What follows belongs to an exercise in optimizing a design on an open flow for small area and a short achievable clock period; a production flow would make more cautious choices.
Function was checked by simulation only, so behaviour that the tests miss may differ from the original.

build 66:
## riscv_core
module riscv_core
(
	input  wire        clk,
	input  wire        rst,
	output wire [31:0] ib_addr,
	input  wire [31:0] ib_data,
	output wire        ib_valid,
	input  wire        ib_ready,
	output wire [31:0] db_addr,
	output wire [ 3:0] db_lanes,
	input  wire [31:0] db_din,
	output wire [31:0] db_dout,
	output wire        db_wr,
	output wire        db_valid,
	input  wire        db_ready
);
For scale: about 15000 cells after synthesis, ~0.12 mm² of cells after synthesis.
==> flow/config.mk <==
export PLATFORM = sky130hd
export DESIGN_NAME = riscv_core
export DESIGN_NICKNAME = riscv_core
export VERILOG_FILES = /design/flow/design.v
export SDC_FILE = /design/flow/constraint.sdc
export NUM_CORES = 4
export LEC_CHECK = 0
export ABC_AREA = 1
export CAP_MARGIN = 20
export CELL_PAD_IN_SITES_DETAIL_PLACEMENT = 1
export CELL_PAD_IN_SITES_GLOBAL_PLACEMENT = 2
export CORE_MARGIN = 2
export CORE_UTILIZATION = 55
export CTS_BUF_LIST = sky130_fd_sc_hd__clkbuf_8
export CTS_CLUSTER_DIAMETER = 100
export CTS_CLUSTER_SIZE = 40
export PLACE_DENSITY = 0.68
export SLEW_MARGIN = 20
==> flow/constraint.sdc <==
create_clock -name core_clock -period 110.0 [get_ports {clk}]
set_input_delay 22.0000 -clock core_clock [delete_from_list [all_inputs] [get_ports {clk}]]
set_output_delay 22.0000 -clock core_clock [all_outputs]
set_load 0.01 [all_outputs]
standard.sh (not shown) runs the stock make flow with config.mk's settings and CLKGATE_MAP_FILE= SYNTH_SCRIPT=/design/flow/synth_recipe.tcl, a recipe that flattens the netlist after the stock synthesis.
==> flow/flow/run.sh <==
#!/bin/bash
# Standard synthesis and layout (the standard.sh), with ORFS's repair_timing asked for
# extra setup margin and free to resize cells across footprints. The SDC is the design's.
set -euo pipefail
bash standard.sh SETUP_SLACK_MARGIN=85 MATCH_CELL_FOOTPRINT=0 finish > make.log 2>&1
Build 66: it failed with a tool error in global placement without I/O, so there are no final results.
Relative to build 66, the following input files were edited for build 51:
==> flow/config.mk <==
export PLATFORM = sky130hd
export DESIGN_NAME = riscv_core
export DESIGN_NICKNAME = riscv_core
export VERILOG_FILES = /design/flow/design.v
export SDC_FILE = /design/flow/constraint.sdc
export NUM_CORES = 4
export LEC_CHECK = 0
export ABC_AREA = 1
export CAP_MARGIN = 30
export CELL_PAD_IN_SITES_DETAIL_PLACEMENT = 1
export CELL_PAD_IN_SITES_GLOBAL_PLACEMENT = 2
export CORE_MARGIN = 2
export CORE_UTILIZATION = 45
export PLACE_DENSITY = 0.6
export SLEW_MARGIN = 30
### Flow results
- The synthesized-area fraction occupied by xor and xnor cells was comparable across build 51 and build 66.
- Number of standard-cell rows in the floorplan | build 51 above build 66
- NOTE: horizontal die dimension in build 51 exceeds that of build 66
- The register bit count reported by yosys of build 66 and that of build 51 are within noise of each other.
- Between build 66 and build 51, initial core utilization decreased.
- From build 66 to build 51, area after synthesis did not move at all.
- Build 51 | status: complete | timing, DRC, antenna: pass
- Synthesized cell count came out exactly the same in build 51 and build 66.
- Post-synth net total: build 51 vs build 66 identical
Modified inputs, build 70 compared to build 51
-- flow/config.mk --
<<< build 51, line 12
export CORE_MARGIN = 2
export CORE_UTILIZATION = 45
export PLACE_DENSITY = 0.6
export SLEW_MARGIN = 30
>>> build 70, line 12
export CORE_MARGIN = 2
export CORE_UTILIZATION = 40
export PLACE_DENSITY = 0.58
export SLEW_MARGIN = 30
Results
In build 70, the die extent in x came out 6.0% above the value in build 51.
Build 70 vs. build 51: design area has increased, final setup slack of the worst path decreased 0.024 ns.
Modified inputs, build 38 compared to build 70
-- flow/config.mk --
<<< build 70, line 8
export ABC_AREA = 1
export CAP_MARGIN = 30
export CELL_PAD_IN_SITES_DETAIL_PLACEMENT = 1
>>> build 38, line 8
export ABC_AREA = 1
export CAP_MARGIN = 20
export CELL_PAD_IN_SITES_DETAIL_PLACEMENT = 1
<<< build 70, line 12
export CORE_MARGIN = 2
export CORE_UTILIZATION = 40
export PLACE_DENSITY = 0.58
export SLEW_MARGIN = 30
>>> build 38, line 12
export CORE_MARGIN = 2
export CORE_UTILIZATION = 45
export PLACE_DENSITY = 0.6
export SLEW_MARGIN = 20
Notes after the runs:
- No stage failed in build 70, and the final checks on the layout all came back clean.
- | build 38 | all stages done | FAIL | capacitance limit, slew limit |
- HPWL after detailed placement, build 38 and build 70, higher one = build 70.
- Setup slack (lower): build 70

========
Another version of the RTL of riscv_core (not shown whole).
For scale: ~15,000 cells after synthesis, about 1,600 flip-flops, ~170 I/O pins, about 0.13 mm^2 of cells after synthesis.
## riscv_core
module riscv_core
(
	input  wire        clk,
	input  wire        rst,
	output wire [31:0] ib_addr,
	input  wire [31:0] ib_data,
	output wire        ib_valid,
	input  wire        ib_ready,
	output wire [31:0] db_addr,
	output wire [ 3:0] db_lanes,
	input  wire [31:0] db_din,
	output wire [31:0] db_dout,
	output wire        db_wr,
	output wire        db_valid,
	input  wire        db_ready
);
make LEC_CHECK=0 ABC_CLOCK_PERIOD_IN_PS=25000 CAP_MARGIN=20 CELL_PAD_IN_SITES_DETAIL_PLACEMENT=1 CELL_PAD_IN_SITES_GLOBAL_PLACEMENT=2 CORE_MARGIN=2 CORE_UTILIZATION=30 PLACE_DENSITY=0.5 SLEW_MARGIN=20 finish   # period 110.0 ns
run.sh (not shown) runs the stock make flow with config.mk's settings and CLKGATE_MAP_FILE= SYNTH_SCRIPT=/design/flow/synth_recipe.tcl, a recipe that flattens the netlist after the stock synthesis.
Stock flow here: none of the scripts above is used.
The starting point produced a clean layout.
==> next run, changes <==
==> flow/flow/run.sh (new file) <==
#!/bin/bash
# Standard synthesis and layout (the standard.sh), with ORFS's repair_timing asked for
# extra setup margin and free to resize cells across footprints. The SDC is the design's.
set -euo pipefail
bash standard.sh SETUP_SLACK_MARGIN=75 MATCH_CELL_FOOTPRINT=0 finish > make.log 2>&1
==> flow/standard.sh (new file) <==
#!/bin/bash
# synth_recipe.tcl (not shown) runs the flow's synth.tcl, then flattens the netlist and writes it again
# the make line also repeats each setting of config.mk as NAME=value (left out here)
make -C /OpenROAD-flow-scripts/flow DESIGN_CONFIG=/design/flow/config.mk WORK_HOME=/design/flow/orfs CLKGATE_MAP_FILE= SYNTH_SCRIPT=/design/flow/synth_recipe.tcl "${@:-finish}"
removed: flow/run.sh
The changed run produced a clean layout.
Worst setup slack gets better by 11 ns.
Routed wire length increases by 1.1%.
Cell count increases by 0.56%.
Via count is higher by 0.36%.
Maximum frequency rose by 33%.
Flip-flop and latch count does not change.
Synthesized cell count does not change.
Design area increases by 1.6%.
Worst hold slack is worse by 0.0067 ns.
Utilization rose by 0.53 points.

========
Setup of run 1:
riscv_core, a different RTL version from the one above (not shown whole).
For scale: about 1700 flip-flops, about 170 I/O pins.
## riscv_core
module riscv_core
(
	input  wire        clk,
	input  wire        rst,
	output wire [31:0] ib_addr,
	input  wire [31:0] ib_data,
	output wire        ib_valid,
	input  wire        ib_ready,
	output wire [31:0] db_addr,
	output wire [ 3:0] db_lanes,
	input  wire [31:0] db_din,
	output wire [31:0] db_dout,
	output wire        db_wr,
	output wire        db_valid,
	input  wire        db_ready
);
==> flow/config.mk <==
export PLATFORM = sky130hd
export DESIGN_NAME = riscv_core
export DESIGN_NICKNAME = riscv_core
export VERILOG_FILES = /design/flow/design.v
export SDC_FILE = /design/flow/constraint.sdc
export NUM_CORES = 4
export LEC_CHECK = 0
export ABC_AREA = 1
export CAP_MARGIN = 20
export CELL_PAD_IN_SITES_DETAIL_PLACEMENT = 1
export CELL_PAD_IN_SITES_GLOBAL_PLACEMENT = 2
export CORE_MARGIN = 2
export CORE_UTILIZATION = 45
export PLACE_DENSITY = 0.6
export SLEW_MARGIN = 20
==> flow/constraint.sdc <==
create_clock -name core_clock -period 110.0 [get_ports {clk}]
set_input_delay 22.0000 -clock core_clock [delete_from_list [all_inputs] [get_ports {clk}]]
set_output_delay 22.0000 -clock core_clock [all_outputs]
set_load 0.01 [all_outputs]
standard.sh (not shown) runs the stock make flow with config.mk's settings and CLKGATE_MAP_FILE= SYNTH_SCRIPT=/design/flow/synth_recipe.tcl, a recipe that flattens the netlist after the stock synthesis.
==> flow/flow/run.sh <==
#!/bin/bash
# Standard synthesis and layout (the standard.sh), with ORFS's repair_timing asked for
# extra setup margin and free to resize cells across footprints. The SDC is the design's.
set -euo pipefail
bash standard.sh SETUP_SLACK_MARGIN=86 MATCH_CELL_FOOTPRINT=0 finish > make.log 2>&1
Having completed the whole flow, run 1 delivered a layout that passed the timing, DRC and antenna checks.
[inputs] run 2 vs run 1
- SLEW_MARGIN changed from 20 to 10
- CAP_MARGIN changed from 20 to 10
- CTS_BUF_LIST newly set to sky130_fd_sc_hd__clkbuf_4 sky130_fd_sc_hd__clkbuf_8
- CTS_CLUSTER_SIZE newly set to 30
## What came out
Run 1: all stages complete, timing, DRC and antenna checks passed
In run 2 the implementation ran to completion but is not tape-out ready, as the final checks report max-slew violations.
There was hardly any difference in area used by sequential logic in the layout between run 2 and run 1.
Summary of run 2 over run 1: global-route usage went down; routed length on met1 did not really move; cell count went up.

========
riscv_core, a different RTL version from the one above (not shown whole).
Size: roughly 170 I/O pins, roughly 120000 um^2 of cells after synthesis.
==> flow/design.v (excerpt) <==
module riscv_core
(
	input  wire        clk,
	input  wire        rst,
	output wire [31:0] ib_addr,
	input  wire [31:0] ib_data,
	output wire        ib_valid,
	input  wire        ib_ready,
	output wire [31:0] db_addr,
	output wire [ 3:0] db_lanes,
	input  wire [31:0] db_din,
	output wire [31:0] db_dout,
	output wire        db_wr,
	output wire        db_valid,
	input  wire        db_ready
);
Settings: LEC_CHECK=0, ABC_AREA=1, CAP_MARGIN=20, CELL_PAD_IN_SITES_DETAIL_PLACEMENT=1, CELL_PAD_IN_SITES_GLOBAL_PLACEMENT=2, CORE_MARGIN=2, CORE_UTILIZATION=30, PLACE_DENSITY=0.5, SLEW_MARGIN=20; clock period 110.0 ns.
==> flow/flow/run.sh <==
#!/bin/bash
# Standard synthesis and layout (the standard.sh), with ORFS's repair_timing asked for
# extra setup margin and free to resize cells across footprints. The SDC is the design's.
set -euo pipefail
bash standard.sh SETUP_SLACK_MARGIN=85 MATCH_CELL_FOOTPRINT=0 finish > make.log 2>&1
The first run completed without violations.
Then changed:
CORE_UTILIZATION = 45   (was 30)
PLACE_DENSITY = 0.6   (was 0.5)
What happened:
- The new run completed without violations
- synthesized area is unchanged
- global-route usage climbs by 9.5 points
- setup slack got worse by 0.055 ns
- routed wire length is lower by 12%
- critical path depth is unchanged
- register-to-register slack loses 0.24 ns
- clock-buffer cell count falls by 26
- final area shrinks by 3.5%

-- re-timing with driven ports --
How much do the figures lean on ideal ports? The routed layouts below were timed once more, with nothing changed but the port constraints.
Step 1 assumes that a clkbuf_16 drives the clock port and a buf_2 every other input.
Step 2 adds t to the input delays and takes it off the output delays; t is the mean of the earliest and latest rising clock arrival at the registers after step 1. Input paths then give back, and output paths get back, about the clock's delay inside the block.
a / b / c = no drivers / after step 1 / after step 2; a / b = the first two.
run	shift t [ns]	setup WS [ns]	worst hold slack (ns)	slew at the worst register clock pin (ns)	pins driven straight from the clock port
build 51	0.996	85.148 / 85.029 / 84.309	0.287 / 0.287 / 0.287	0.08 / 0.08	1
build 70	0.996	85.124 / 85.006 / 84.353	0.292 / 0.292 / 0.292	0.07 / 0.07	1
build 38	0.995	85.152 / 85.036 / 84.369	0.271 / 0.271 / 0.271	0.07 / 0.07	1
the first run of note 2	1.033	65.265 / 65.265 / 65.265	0.329 / 0.329 / 0.329	0.08 / 0.08	1
the second run of note 2	1.010	76.456 / 76.456 / 76.456	0.322 / 0.322 / 0.322	0.08 / 0.08	1
run 1	0.978	85.213 / 85.102 / 84.822	0.326 / 0.326 / 0.326	0.08 / 0.08	1
run 2	1.170	85.183 / 85.069 / 84.776	0.289 / 0.289 / 0.289	0.08 / 0.08	1
the first run of note 4	1.035	85.164 / 85.044 / 84.317	0.266 / 0.266 / 0.266	0.07 / 0.07	1
the second run of note 4	0.984	85.110 / 84.996 / 84.233	0.299 / 0.299 / 0.299	0.08 / 0.08	1
The setup slack of the second run of note 4, which loses most, moves by -0.114 ns with the drivers and by -0.877 ns with both steps.
